Source: an optimization exercise on an open RTL-to-GDS flow (aim: small area). Production flows keep margins and buffers that such runs may drop.
RTL that was checked went through simulation tests only; none was proved equivalent to the original.
Power figures rest on the tool's default switching activity, not on a simulated workload.

Design Median_Finder_9inputs_8bits, start of the top module:
module Median_Finder_9inputs_8bits(
    output wire [7:0] median_pixel,
    output wire       out_valid,
    input  wire [7:0] pixel0, pixel1, pixel2,
    input  wire [7:0] pixel3, pixel4, pixel5,
    input  wire [7:0] pixel6, pixel7, pixel8,
    input  wire       in_valid,
    input  wire       rst,
    input  wire       clk
);
clock: 2.5 ns
lec_check: 0
abc_area: 1
cap_margin: 20
core_margin: 2
core_utilization: 40
cts_buf_list: sky130_fd_sc_hd__clkbuf_8
gpl_timing_driven: 0
slew_margin: 20
standard.sh (not shown) runs the stock make flow with config.mk's settings and CLKGATE_MAP_FILE= SYNTH_SCRIPT=/design/flow/synth_recipe.tcl, a recipe that flattens the netlist after the stock synthesis.
==> flow/flow/run.sh <==
#!/bin/bash
# Own layout flow: the standard flow, with two changes:
#  - synthesis maps the logic with the ABC script in flow/abc.script (an
#    area-oriented mapping) instead of ORFS's; the rest of the standard
#    synthesis (synth_recipe.tcl) is unchanged, so registers keep their names;
#  - flow/make_vars.txt adds make variables to the layout steps (one per
#    line), here the cell buffer_ports puts on every port: a small plain
#    buffer instead of the default delay cell.
# Each tool's output goes to a log file in the folder this runs in.
set -euo pipefail
W=$PWD
F=$W/flow
sed 's|log_cmd abc {\*}\$abc_args|log_cmd abc {*}[lreplace $abc_args 1 1 '"$F"'/abc.script]|' \
    "$FLOW_HOME/scripts/synth.tcl" > "$W/own_synth_core.tcl"
grep -q "$F/abc.script" "$W/own_synth_core.tcl"
sed "s|source \$::env(SCRIPTS_DIR)/synth.tcl|source $W/own_synth_core.tcl|" \
    "$W/synth_recipe.tcl" > "$W/own_synth.tcl"
grep -q "own_synth_core.tcl" "$W/own_synth.tcl"
bash "$W/standard.sh" "SYNTH_SCRIPT=$W/own_synth.tcl" synth > "$W/own_synth.log" 2>&1
EXTRA=()
while read -r line; do
    [[ -z "$line" || "$line" == \#* ]] || EXTRA+=("$line")
done < "$F/make_vars.txt"
bash "$W/standard.sh" "${EXTRA[@]}" finish > "$W/own_layout.log" 2>&1
==> flow/flow/abc.script <==
strash
dch
map -D 2000
topo
stime -c
buffer -c
upsize -D 2000 -c
dnsize -D 2000 -c
==> flow/flow/make_vars.txt <==
# extra make variables for the layout, one per line
BUFFER_PORTS_ARGS=-buffer_cell sky130_fd_sc_hd__buf_1
The baseline completed with no timing, DRC or antenna violations.
Then changed:
--- a/flow/flow/run.sh
+++ b/flow/flow/run.sh
@@ -1,10 +1,12 @@
 #!/bin/bash
-# Own layout flow: the standard flow, with two changes:
-#  - synthesis maps the logic with the ABC script in flow/abc.script (an
-#    area-oriented mapping) instead of ORFS's; the rest of the standard
-#    synthesis (synth_recipe.tcl) is unchanged, so registers keep their names;
+# Own layout flow: the standard flow, with these changes:
+#  - synthesis maps the logic with the ABC script in flow/abc.script (a
+#    mapping to a 2 ns delay target with area recovery) instead of ORFS's;
+#    the rest of the standard synthesis (synth_recipe.tcl) is unchanged, so
+#    registers keep their names;
 #  - flow/make_vars.txt adds make variables to the layout steps (one per
-#    line), here the cell buffer_ports puts on every port: a small plain
-#    buffer instead of the default delay cell.
+#    line): the cell buffer_ports puts on every port (a small plain buffer
+#    instead of the default delay cell) and the clock tree options (small
+#    clock buffers, no dummy loads).
 # Each tool's output goes to a log file in the folder this runs in.
 set -euo pipefail
==> flow/flow/make_vars.txt (replaced) <==
# extra make variables for the layout, one per line
BUFFER_PORTS_ARGS=-buffer_cell sky130_fd_sc_hd__buf_1
CTS_ARGS=-sink_clustering_enable -repair_clock_nets -buf_list sky130_fd_sc_hd__clkbuf_4 -dont_use_dummy_load -sink_clustering_size 8
Result: Register-to-register slack loses 40 ps. Synthesized cell count does not change. Power decreases by 11%.
No run of this note included a check of the RTL's function; only the layout flow was run.

========
Setup of job 2859:
Another version of the RTL of Median_Finder_9inputs_8bits (not shown whole).
For scale: ~780 cells after synthesis, about 84 I/O pins, roughly 5300 um2 of cells after synthesis.
export LEC_CHECK = 0
export ABC_AREA = 1
export CAP_MARGIN = 20
export CORE_MARGIN = 2
export CORE_UTILIZATION = 40
export CTS_BUF_LIST = sky130_fd_sc_hd__clkbuf_8
export GPL_TIMING_DRIVEN = 0
export SLEW_MARGIN = 20
create_clock -name core_clock -period 2.5 [get_ports {clk}]
==> flow/flow/run.sh <==
#!/bin/bash
# Own layout flow: the standard flow, with these changes:
#  - synthesis maps the logic with the ABC script in flow/abc.script (a
#    mapping to a 2 ns delay target with area recovery) instead of ORFS's;
#    the rest of the standard synthesis (synth_recipe.tcl) is unchanged, so
#    registers keep their names;
#  - flow/make_vars.txt adds make variables to the layout steps (one per
#    line): the cell buffer_ports puts on every port (a small plain buffer
#    instead of the default delay cell) and the clock tree options (small
#    clock buffers, no dummy loads).
# Each tool's output goes to a log file in the folder this runs in.
set -euo pipefail
W=$PWD
F=$W/flow
sed 's|log_cmd abc {\*}\$abc_args|log_cmd abc {*}[lreplace $abc_args 1 1 '"$F"'/abc.script]|' \
    "$FLOW_HOME/scripts/synth.tcl" > "$W/own_synth_core.tcl"
grep -q "$F/abc.script" "$W/own_synth_core.tcl"
sed "s|source \$::env(SCRIPTS_DIR)/synth.tcl|source $W/own_synth_core.tcl|" \
    "$W/synth_recipe.tcl" > "$W/own_synth.tcl"
grep -q "own_synth_core.tcl" "$W/own_synth.tcl"
bash "$W/standard.sh" "SYNTH_SCRIPT=$W/own_synth.tcl" synth > "$W/own_synth.log" 2>&1
EXTRA=()
while read -r line; do
    [[ -z "$line" || "$line" == \#* ]] || EXTRA+=("$line")
done < "$F/make_vars.txt"
bash "$W/standard.sh" "${EXTRA[@]}" finish > "$W/own_layout.log" 2>&1
==> flow/flow/make_vars.txt <==
# extra make variables for the layout, one per line
BUFFER_PORTS_ARGS=-buffer_cell sky130_fd_sc_hd__buf_1
CTS_ARGS=-sink_clustering_enable -repair_clock_nets -root_buf sky130_fd_sc_hd__clkbuf_8 -buf_list sky130_fd_sc_hd__clkbuf_4 -dont_use_dummy_load
Scripts as last shown in full above: flow/flow/abc.script
Changes in job 4099 relative to job 2859:
==> flow/flow/abc.script <==
strash
dch
map -D 1800
topo
stime -c
buffer -c
upsize -D 1800 -c
dnsize -D 1800 -c
==> flow/flow/make_vars.txt <==
# extra make variables for the layout, one per line
BUFFER_PORTS_ARGS=-buffer_cell sky130_fd_sc_hd__buf_1
CTS_ARGS=-sink_clustering_enable -repair_clock_nets -buf_list sky130_fd_sc_hd__clkbuf_8 -dont_use_dummy_load
[summary]
Share of the synthesized area in compound gates (AO/OA/AOI/OAI) was lower in job 2859 than in job 4099. Compared with job 2859, in job 4099 design area fell by 3.6%; number of tapcells rose by 2.3%.
diff inputs: job 4099 => job 9779
==> flow/flow/abc.script <==
strash
dch
map -D 2000
topo
stime -c
buffer -c
upsize -D 2000 -c
dnsize -D 2000 -c
[summary]
Re area of the die: job 9779 and job 4099 aren't equal, and the higher value belongs to job 4099.
Vias per cell grows by a few percent when moving from job 4099 to job 9779.
Sort job 9779 and job 4099 by worst relative slew slack, ascending, and job 9779 comes first.
STATUS post-route cell area: job 9779 loses against job 4099
Between job 9779 and job 4099, the combined flip-flop and latch cell area figures differ only marginally.
When job 9779 is set beside job 4099, its non-clock buffer count turns out to be 7 larger.
Modified inputs, job 4455 compared to job 9779
diff --git a/flow/flow/run.sh b/flow/flow/run.sh
--- a/flow/flow/run.sh
+++ b/flow/flow/run.sh
@@ -3,3 +3,3 @@
 #  - synthesis maps the logic with the ABC script in flow/abc.script (a
-#    mapping to a 2 ns delay target with area recovery) instead of ORFS's;
+#    mapping to a 1.8 ns delay target with area recovery) instead of ORFS's;
 #    the rest of the standard synthesis (synth_recipe.tcl) is unchanged, so
==> flow/flow/abc.script <==
strash
dch
map -D 1800
topo
stime -c
buffer -c
dnsize -D 1800 -c
Job 4455: full flow OK, the timing, DRC and antenna checks passed
[compare] base=job 9779 new=job 4455: simple-gate portion of the synthesized area rose by 0.97 points, sequential share of layout area fell by 0.62 points, number of instances in the placed design stayed essentially flat.
Against job 9779 as the reference, job 4455 delivers a lower number of unique standard cell types used by synthesis.
Compared with job 9779, job 4455 has extra setup slack.
Job 9779 has higher die width than job 4455.
Against job 9779, final area in job 4455 came out worse.
In job 4455 the worst hold slack turned out 5.5 ps lower than in job 9779.
For routability congestion estimate from global placement, dividing the value from job 9779 by the value from job 4455 gives 1.05.
--- input diff job 4455..job 7590 ---
==> flow/flow/abc.script <==
strash
dch
map -D 1800
topo
stime -c
buffer -c
upsize -D 1800 -c
dnsize -D 1800 -c
diff --git a/flow/flow/make_vars.txt b/flow/flow/make_vars.txt
--- a/flow/flow/make_vars.txt
+++ b/flow/flow/make_vars.txt
@@ -3 +3,2 @@
 CTS_ARGS=-sink_clustering_enable -repair_clock_nets -buf_list sky130_fd_sc_hd__clkbuf_8 -dont_use_dummy_load
+RECOVER_POWER=100
[summary]
Taking job 4455 as the reference point, the cell area of job 7590 falls by 5.8%. As of job 7590, met3 layer wire length in the routed design had fallen by more than a quarter compared to job 4455. Delta (job 7590 minus job 4455): average vias per placed instance down 3.4%, logic depth of the worst setup path including buffers now sits lower, cell count fell 0.96%, via count saw a decrease, top achievable clock speed now sits higher. Comparing job 4455 and job 7590, the higher simple logic cell fraction of the synthesized area is on job 4455. Job 4455 reports its start-to-end type of the worst setup path as in -> reg while job 7590 reports reg -> out. Job 7590: all stages complete, timing, DRC and antenna checks passed.
Edits applied to the flow inputs when going from job 7590 to job 6746:
==> flow/flow/make_vars.txt <==
# extra make variables for the layout, one per line
BUFFER_PORTS_ARGS=-buffer_cell sky130_fd_sc_hd__buf_1
CTS_ARGS=-sink_clustering_enable -repair_clock_nets -buf_list sky130_fd_sc_hd__clkbuf_8 -dont_use_dummy_load
### Flow results
- Per the comparison of job 6746 with job 7590, post-layout worst setup margin barely changed, ratio of final minimum period to clock period essentially unchanged, wire length comparable, number of vias in the routed layout decreased by 34 relative to the old numbers, slew at the pin with the worst max-slew slack now sits at about the same level.
- Job 6746 and job 7590 ended up with roughly the same clock period minus worst slack.

-- static timing again, ports no longer ideal --
The results above use ideal ports. As a check the final layouts listed here were re-extracted and re-timed, cells and wires unchanged. Step 1: set_driving_cell puts a clkbuf_16 on clk and a buf_2 on each other input, an assumption about the parent block. Step 2 also shifts input and output timing later by t, the mid clock arrival at the registers, as if the neighbouring blocks saw the same clock. Three values: no drivers, after step 1, after step 2; two values: the first two.
run	shift t [ns]	setup slack, ns	hold slack, ns	worst register clock-pin slew, ns
the first run of note 1	0.467	0.146 / 0.146 / -0.300	0.238 / 0.230 / 0.327	0.08 / 0.08
the second run of note 1	0.545	0.101 / 0.101 / -0.343	0.145 / 0.139 / 0.329	0.12 / 0.12
job 2859	0.389	0.045 / 0.062 / -0.327	0.298 / 0.286 / 0.316	0.09 / 0.09
job 4099	0.396	0.108 / 0.077 / -0.266	0.292 / 0.288 / 0.324	0.09 / 0.09
job 9779	0.389	0.045 / 0.062 / -0.327	0.298 / 0.286 / 0.316	0.09 / 0.09
job 4455	0.395	0.052 / 0.062 / -0.333	0.292 / 0.283 / 0.323	0.09 / 0.09
job 7590	0.397	0.106 / 0.075 / -0.280	0.291 / 0.287 / 0.324	0.09 / 0.09
job 6746	0.396	0.108 / 0.077 / -0.266	0.292 / 0.288 / 0.324	0.09 / 0.09
With both steps, setup timing fails in every run listed, where it was met with ideal ports. The setup slack of the first run of note 1, which loses most, moves by 0.000 ns with the drivers and by -0.446 ns with both steps.
